What follows belongs to an exercise in optimizing a design on an open flow for small area, a short achievable clock period and few clock cycles per item; a production flow would make more cautious choices.
At most, simulation tests tie the RTL to the original design; equivalence was not proved.

// geofence
module geofence (clk,
                 reset,
                 X,
                 Y,
                 valid,
                 is_inside);
For scale: ~1400 cells after synthesis, ~14000 um^2 of cells after synthesis.
==> module geofence, before the edit <==
module geofence (clk,
                 reset,
                 X,
                 Y,
                 valid,
                 is_inside);
    input clk;
    input reset;
    input [9:0] X;
    input [9:0] Y;
    output valid;
    output is_inside;
    reg [3:0] cnt;
    reg [9:0] px, py;
    reg [10:0] ux, uy, sx, sy, ex, ey;    
    reg ins, vld;
    wire cs, ce;
    wire [9:0] nsx = ~sx[9:0], nex = ~ex[9:0], nuy = ~uy[9:0];
    CrossProduct C0 (.ax(sx), .ay(sy), .bx(ux), .by(uy), .nax(nsx), .nby(nuy), .pos(cs));
    CrossProduct C1 (.ax(ex), .ay(ey), .bx(ux), .by(uy), .nax(nex), .nby(nuy), .pos(ce));
    assign valid = vld;
    assign is_inside = ins;
    always @(posedge clk or posedge reset) begin
        if (reset) begin
            cnt <= 4'd0;
            vld <= 1'b0;
        end else begin
            cnt <= (cnt == 4'd8) ? 4'd0 : cnt + 4'd1;
            vld <= (cnt == 4'd7);
        end
    end
    wire [10:0] dx = {1'b0, X} - {1'b0, px};
    wire [10:0] dy = {1'b0, Y} - {1'b0, py};
    wire [9:0] lx, ly;    
    assign lx[0] = 1'b0;
    assign ly[0] = 1'b0;
    genvar j;
    generate
        for (j = 1; j < 10; j = j + 1) begin : neg
            assign lx[j] = lx[j-1] | dx[j-1];
            assign ly[j] = ly[j-1] | dy[j-1];
        end
    endgenerate
    wire [9:0] mx = dx[9:0] ^ ({10{dx[10]}} & lx);
    wire [9:0] my = dy[9:0] ^ ({10{dy[10]}} & ly);
    wire place = cnt >= 4'd3 && cnt <= 4'd7;
    always @(posedge clk) begin
        if (cnt == 4'd0) begin
            px <= X;
            py <= Y;
        end
        ux <= {dx[10], mx};
        uy <= {dy[10], my};
        if (cnt == 4'd2 || (place && !cs && !ce)) begin
            sx <= ux;
            sy <= uy;
        end
        if (cnt == 4'd2 || (place && cs && ce)) begin
            ex <= ux;
            ey <= uy;
        end
        if (cnt == 4'd2)
            ins <= 1'b0;
        else if (place && !cs && ce)
            ins <= 1'b1;
    end
endmodule
export LEC_CHECK = 0
export CAP_MARGIN = 20
export CORE_MARGIN = 2
export CORE_UTILIZATION = 40
export CTS_BUF_LIST = sky130_fd_sc_hd__clkbuf_4 sky130_fd_sc_hd__clkbuf_8
export SETUP_SLACK_MARGIN = 1.5
export SLEW_MARGIN = 20
export SYNTH_HIERARCHICAL = 1
export SYNTH_MINIMUM_KEEP_SIZE = 0
create_clock -name core_clock -period 7.5 [get_ports {clk}]
run.sh (not shown) runs the stock make flow with config.mk's settings and CLKGATE_MAP_FILE= SYNTH_SCRIPT=/design/flow/synth_recipe.tcl, a recipe that flattens the netlist after the stock synthesis.
The baseline went through all stages and came out clean.
Testbench counts at the start, summed over its fixed seeds: cycles 28,800, tests 3,200.
Then changed:
--- a/flow/design.v
+++ b/flow/design.v
@@ -526,18 +526,30 @@
     input [9:0] X;
     input [9:0] Y;
     output valid;
     output is_inside;
     reg [3:0] cnt;
     reg [9:0] px, py;
-    reg [10:0] ux, uy, sx, sy, ex, ey;    
+    reg ux_s, uy_s, upx_s, upy_s, sx_s, sy_s, ex_s, ey_s;
+    reg [9:0] ux_m, upx_m, sx_m, ex_m;    
+    reg [9:0] uy_n, upy_n, sy_n, ey_n;    
+    reg sel_s, sel_e;
     reg ins, vld;
+    wire scx_s = sel_s ? upx_s : sx_s;
+    wire scy_s = sel_s ? upy_s : sy_s;
+    wire ecx_s = sel_e ? upx_s : ex_s;
+    wire ecy_s = sel_e ? upy_s : ey_s;
+    wire [9:0] scx_n = ~(sel_s ? upx_m : sx_m);
+    wire [9:0] scy_m = ~(sel_s ? upy_n : sy_n);
+    wire [9:0] ecx_n = ~(sel_e ? upx_m : ex_m);
+    wire [9:0] ecy_m = ~(sel_e ? upy_n : ey_n);
     wire cs, ce;
-    wire [9:0] nsx = ~sx[9:0], nex = ~ex[9:0], nuy = ~uy[9:0];
-    CrossProduct C0 (.ax(sx), .ay(sy), .bx(ux), .by(uy), .nax(nsx), .nby(nuy), .pos(cs));
-    CrossProduct C1 (.ax(ex), .ay(ey), .bx(ux), .by(uy), .nax(nex), .nby(nuy), .pos(ce));
+    CrossProduct C0 (.ax({scx_s, 10'd0}), .ay({scy_s, scy_m}), .bx({ux_s, ux_m}), .by({uy_s, 10'd0}),
+                     .nax(scx_n), .nby(uy_n), .pos(cs));
+    CrossProduct C1 (.ax({ecx_s, 10'd0}), .ay({ecy_s, ecy_m}), .bx({ux_s, ux_m}), .by({uy_s, 10'd0}),
+                     .nax(ecx_n), .nby(uy_n), .pos(ce));
     assign valid = vld;
     assign is_inside = ins;
     always @(posedge clk or posedge reset) begin
         if (reset) begin
             cnt <= 4'd0;
             vld <= 1'b0;
@@ -563,22 +575,34 @@
     wire place = cnt >= 4'd3 && cnt <= 4'd7;
     always @(posedge clk) begin
         if (cnt == 4'd0) begin
             px <= X;
             py <= Y;
         end
-        ux <= {dx[10], mx};
-        uy <= {dy[10], my};
-        if (cnt == 4'd2 || (place && !cs && !ce)) begin
-            sx <= ux;
-            sy <= uy;
+        ux_s <= dx[10];
+        ux_m <= mx;
+        uy_s <= dy[10];
+        uy_n <= ~my;
+        upx_s <= ux_s;
+        upx_m <= ux_m;
+        upy_s <= uy_s;
+        upy_n <= uy_n;
+        if (sel_s) begin
+            sx_s <= upx_s;
+            sx_m <= upx_m;
+            sy_s <= upy_s;
+            sy_n <= upy_n;
         end
-        if (cnt == 4'd2 || (place && cs && ce)) begin
-            ex <= ux;
-            ey <= uy;
+        if (sel_e) begin
+            ex_s <= upx_s;
+            ex_m <= upx_m;
+            ey_s <= upy_s;
+            ey_n <= upy_n;
         end
+        sel_s <= cnt == 4'd2 || (place && !cs && !ce);
+        sel_e <= cnt == 4'd2 || (place && cs && ce);
         if (cnt == 4'd2)
             ins <= 1'b0;
         else if (place && !cs && ce)
             ins <= 1'b1;
     end
 endmodule
Flip-flop and latch count came out higher by 24.
Critical path depth stays the same.
Wire length came out higher by 9.4%.
Die area came out higher by 4.6%.
Core utilization came out higher by 0.87 points.
For the second run of this note, only the layout was checked, not whether the RTL still works.

* * *

geofence, a different RTL version from the one above (not shown whole).
Size: about 24 I/O pins.
==> module geofence, before the edit <==
module geofence (clk,
                 reset,
                 X,
                 Y,
                 valid,
                 is_inside);
    input clk;
    input reset;
    input [9:0] X;
    input [9:0] Y;
    output valid;
    output is_inside;
    reg [3:0] cnt;
    reg [9:0] px, py;
    reg [10:0] ux, uy, sx, sy, ex, ey;    
    reg ins, vld;
    wire cs, ce;
    reg [5:0] ux_one, ux_two, ux_neg, uy_one, uy_two, uy_neg;
    wire [5:0] dx_one, dx_two, dx_neg, dy_one, dy_two, dy_neg;
    CrossProduct C0 (.ax(sx), .ay(sy),
                     .bx_sign(ux[10]), .bx_one(ux_one), .bx_two(ux_two), .bx_neg(ux_neg),
                     .by_sign(uy[10]), .by_one(uy_one), .by_two(uy_two), .by_neg(uy_neg),
                     .pos(cs));
    CrossProduct C1 (.ax(ex), .ay(ey),
                     .bx_sign(ux[10]), .bx_one(ux_one), .bx_two(ux_two), .bx_neg(ux_neg),
                     .by_sign(uy[10]), .by_one(uy_one), .by_two(uy_two), .by_neg(uy_neg),
                     .pos(ce));
    assign valid = vld;
    assign is_inside = ins;
    always @(posedge clk or posedge reset) begin
        if (reset) begin
            cnt <= 4'd0;
            vld <= 1'b0;
        end else begin
            cnt <= (cnt == 4'd8) ? 4'd0 : cnt + 4'd1;
            vld <= (cnt == 4'd7);
        end
    end
    wire [10:0] dx = {1'b0, X} - {1'b0, px};
    wire [10:0] dy = {1'b0, Y} - {1'b0, py};
    wire [9:0] nx = px - X;
    wire [9:0] ny = py - Y;
    wire [9:0] mx = dx[10] ? nx : dx[9:0];
    wire [9:0] my = dy[10] ? ny : dy[9:0];
    wire place = cnt >= 4'd3 && cnt <= 4'd7;
    BoothEnc BX (.m(mx), .one(dx_one), .two(dx_two), .neg(dx_neg));
    BoothEnc BY (.m(my), .one(dy_one), .two(dy_two), .neg(dy_neg));
    always @(posedge clk) begin
        if (cnt == 4'd0) begin
            px <= X;
            py <= Y;
        end
        ux <= {dx[10], mx};
        uy <= {dy[10], my};
        ux_one <= dx_one;
        ux_two <= dx_two;
        ux_neg <= dx_neg;
        uy_one <= dy_one;
        uy_two <= dy_two;
        uy_neg <= dy_neg;
        if (cnt == 4'd2 || (place && !cs && !ce)) begin
            sx <= ux;
            sy <= uy;
        end
        if (cnt == 4'd2 || (place && cs && ce)) begin
            ex <= ux;
            ey <= uy;
        end
        if (cnt == 4'd2)
            ins <= 1'b0;
        else if (place && !cs && ce)
            ins <= 1'b1;
    end
endmodule
make LEC_CHECK=0 CAP_MARGIN=20 CORE_MARGIN=2 CORE_UTILIZATION=40 SETUP_SLACK_MARGIN=1.0 SLEW_MARGIN=20 SYNTH_HIERARCHICAL=1 SYNTH_MINIMUM_KEEP_SIZE=0 finish   # period 7.5 ns
Edit:
--- a/flow/design.v
+++ b/flow/design.v
@@ -451,16 +451,22 @@
     output is_inside;
     reg [3:0] cnt;
     reg [9:0] px, py;
-    reg [10:0] ux, uy, sx, sy, ex, ey;    
+    reg [10:0] ux, uy, upx, upy, sx, sy, ex, ey;    
+    reg sel_s, sel_e;
     reg ins, vld;
+    wire [10:0] scx = sel_s ? upx : sx;
+    wire [10:0] scy = sel_s ? upy : sy;
+    wire [10:0] ecx = sel_e ? upx : ex;
+    wire [10:0] ecy = sel_e ? upy : ey;
     wire cs, ce;
-    reg [5:0] ux_one, ux_two, ux_neg, uy_one, uy_two, uy_neg;
-    wire [5:0] dx_one, dx_two, dx_neg, dy_one, dy_two, dy_neg;
-    CrossProduct C0 (.ax(sx), .ay(sy),
+    wire [5:0] ux_one, ux_two, ux_neg, uy_one, uy_two, uy_neg;
+    BoothEnc BX (.m(ux[9:0]), .one(ux_one), .two(ux_two), .neg(ux_neg));
+    BoothEnc BY (.m(uy[9:0]), .one(uy_one), .two(uy_two), .neg(uy_neg));
+    CrossProduct C0 (.ax(scx), .ay(scy),
                      .bx_sign(ux[10]), .bx_one(ux_one), .bx_two(ux_two), .bx_neg(ux_neg),
                      .by_sign(uy[10]), .by_one(uy_one), .by_two(uy_two), .by_neg(uy_neg),
                      .pos(cs));
-    CrossProduct C1 (.ax(ex), .ay(ey),
+    CrossProduct C1 (.ax(ecx), .ay(ecy),
                      .bx_sign(ux[10]), .bx_one(ux_one), .bx_two(ux_two), .bx_neg(ux_neg),
                      .by_sign(uy[10]), .by_one(uy_one), .by_two(uy_two), .by_neg(uy_neg),
                      .pos(ce));
@@ -479,32 +485,22 @@
     wire [10:0] dy = {1'b0, Y} - {1'b0, py};
     wire [9:0] nx = px - X;
     wire [9:0] ny = py - Y;
-    wire [9:0] mx = dx[10] ? nx : dx[9:0];
-    wire [9:0] my = dy[10] ? ny : dy[9:0];
     wire place = cnt >= 4'd3 && cnt <= 4'd7;
-    BoothEnc BX (.m(mx), .one(dx_one), .two(dx_two), .neg(dx_neg));
-    BoothEnc BY (.m(my), .one(dy_one), .two(dy_two), .neg(dy_neg));
     always @(posedge clk) begin
         if (cnt == 4'd0) begin
             px <= X;
             py <= Y;
         end
-        ux <= {dx[10], mx};
-        uy <= {dy[10], my};
-        ux_one <= dx_one;
-        ux_two <= dx_two;
-        ux_neg <= dx_neg;
-        uy_one <= dy_one;
-        uy_two <= dy_two;
-        uy_neg <= dy_neg;
-        if (cnt == 4'd2 || (place && !cs && !ce)) begin
-            sx <= ux;
-            sy <= uy;
-        end
-        if (cnt == 4'd2 || (place && cs && ce)) begin
-            ex <= ux;
-            ey <= uy;
-        end
+        ux <= {dx[10], dx[10] ? nx : dx[9:0]};
+        uy <= {dy[10], dy[10] ? ny : dy[9:0]};
+        upx <= ux;
+        upy <= uy;
+        sx <= scx;
+        sy <= scy;
+        ex <= ecx;
+        ey <= ecy;
+        sel_s <= cnt == 4'd2 || (place && !cs && !ce);
+        sel_e <= cnt == 4'd2 || (place && cs && ce);
         if (cnt == 4'd2)
             ins <= 1'b0;
         else if (place && !cs && ce)
Wire length goes up by 1.9%.
Non-clock buffer count goes up by 15.
Register-to-register slack is worse by 0.02 ns.
Setup slack is worse by 0.020 ns.
Cell count goes up by 2.2%.
Worst hold slack is worse by 0.029 ns.
Clock-buffer cell count goes up by 2.
Die area goes down by 0.55%.
Synthesized area goes down by 0.57%.
Clock skew is about the same.
Cell area goes down by 0.77%.
Via count goes up by 3.0%.
Critical path depth goes up by 4.
Function was not checked in any run of this note: the RTL went through the layout flow alone.

==> re-timing with driven ports <==
The flow's constraints put no driver on any port. The routed layouts listed below were extracted and timed again, unchanged, in two steps. Step 1: set_driving_cell puts a clkbuf_16 on clk and a buf_2 on each other input, an assumption about the parent block. Step 2 adds t to the input delays and takes it off the output delays; t is the mean of the earliest and latest rising clock arrival at the registers after step 1. Input paths then give back, and output paths get back, about the clock's delay inside the block. Three values: ideal ports, drivers, drivers and shift; two values: the first two.
run	t, ns	setup slack, ns	hold WS [ns]	latest minus earliest clock arrival (ns)	worst register clock-pin slew, ns
the first run of note 1	0.402	1.775 / 1.775 / 1.775	0.492 / 0.492 / 0.492	0.016 / 0.016	0.10 / 0.10
the second run of note 1	0.480	1.655 / 1.655 / 1.655	0.398 / 0.398 / 0.398	0.020 / 0.020	0.09 / 0.09
the first run of note 2	0.453	1.376 / 1.376 / 1.376	0.426 / 0.426 / 0.426	0.006 / 0.006	0.06 / 0.06
the second run of note 2	0.463	1.355 / 1.355 / 1.355	0.398 / 0.398 / 0.398	0.008 / 0.009	0.06 / 0.06
After both steps every run listed still meets setup and hold.
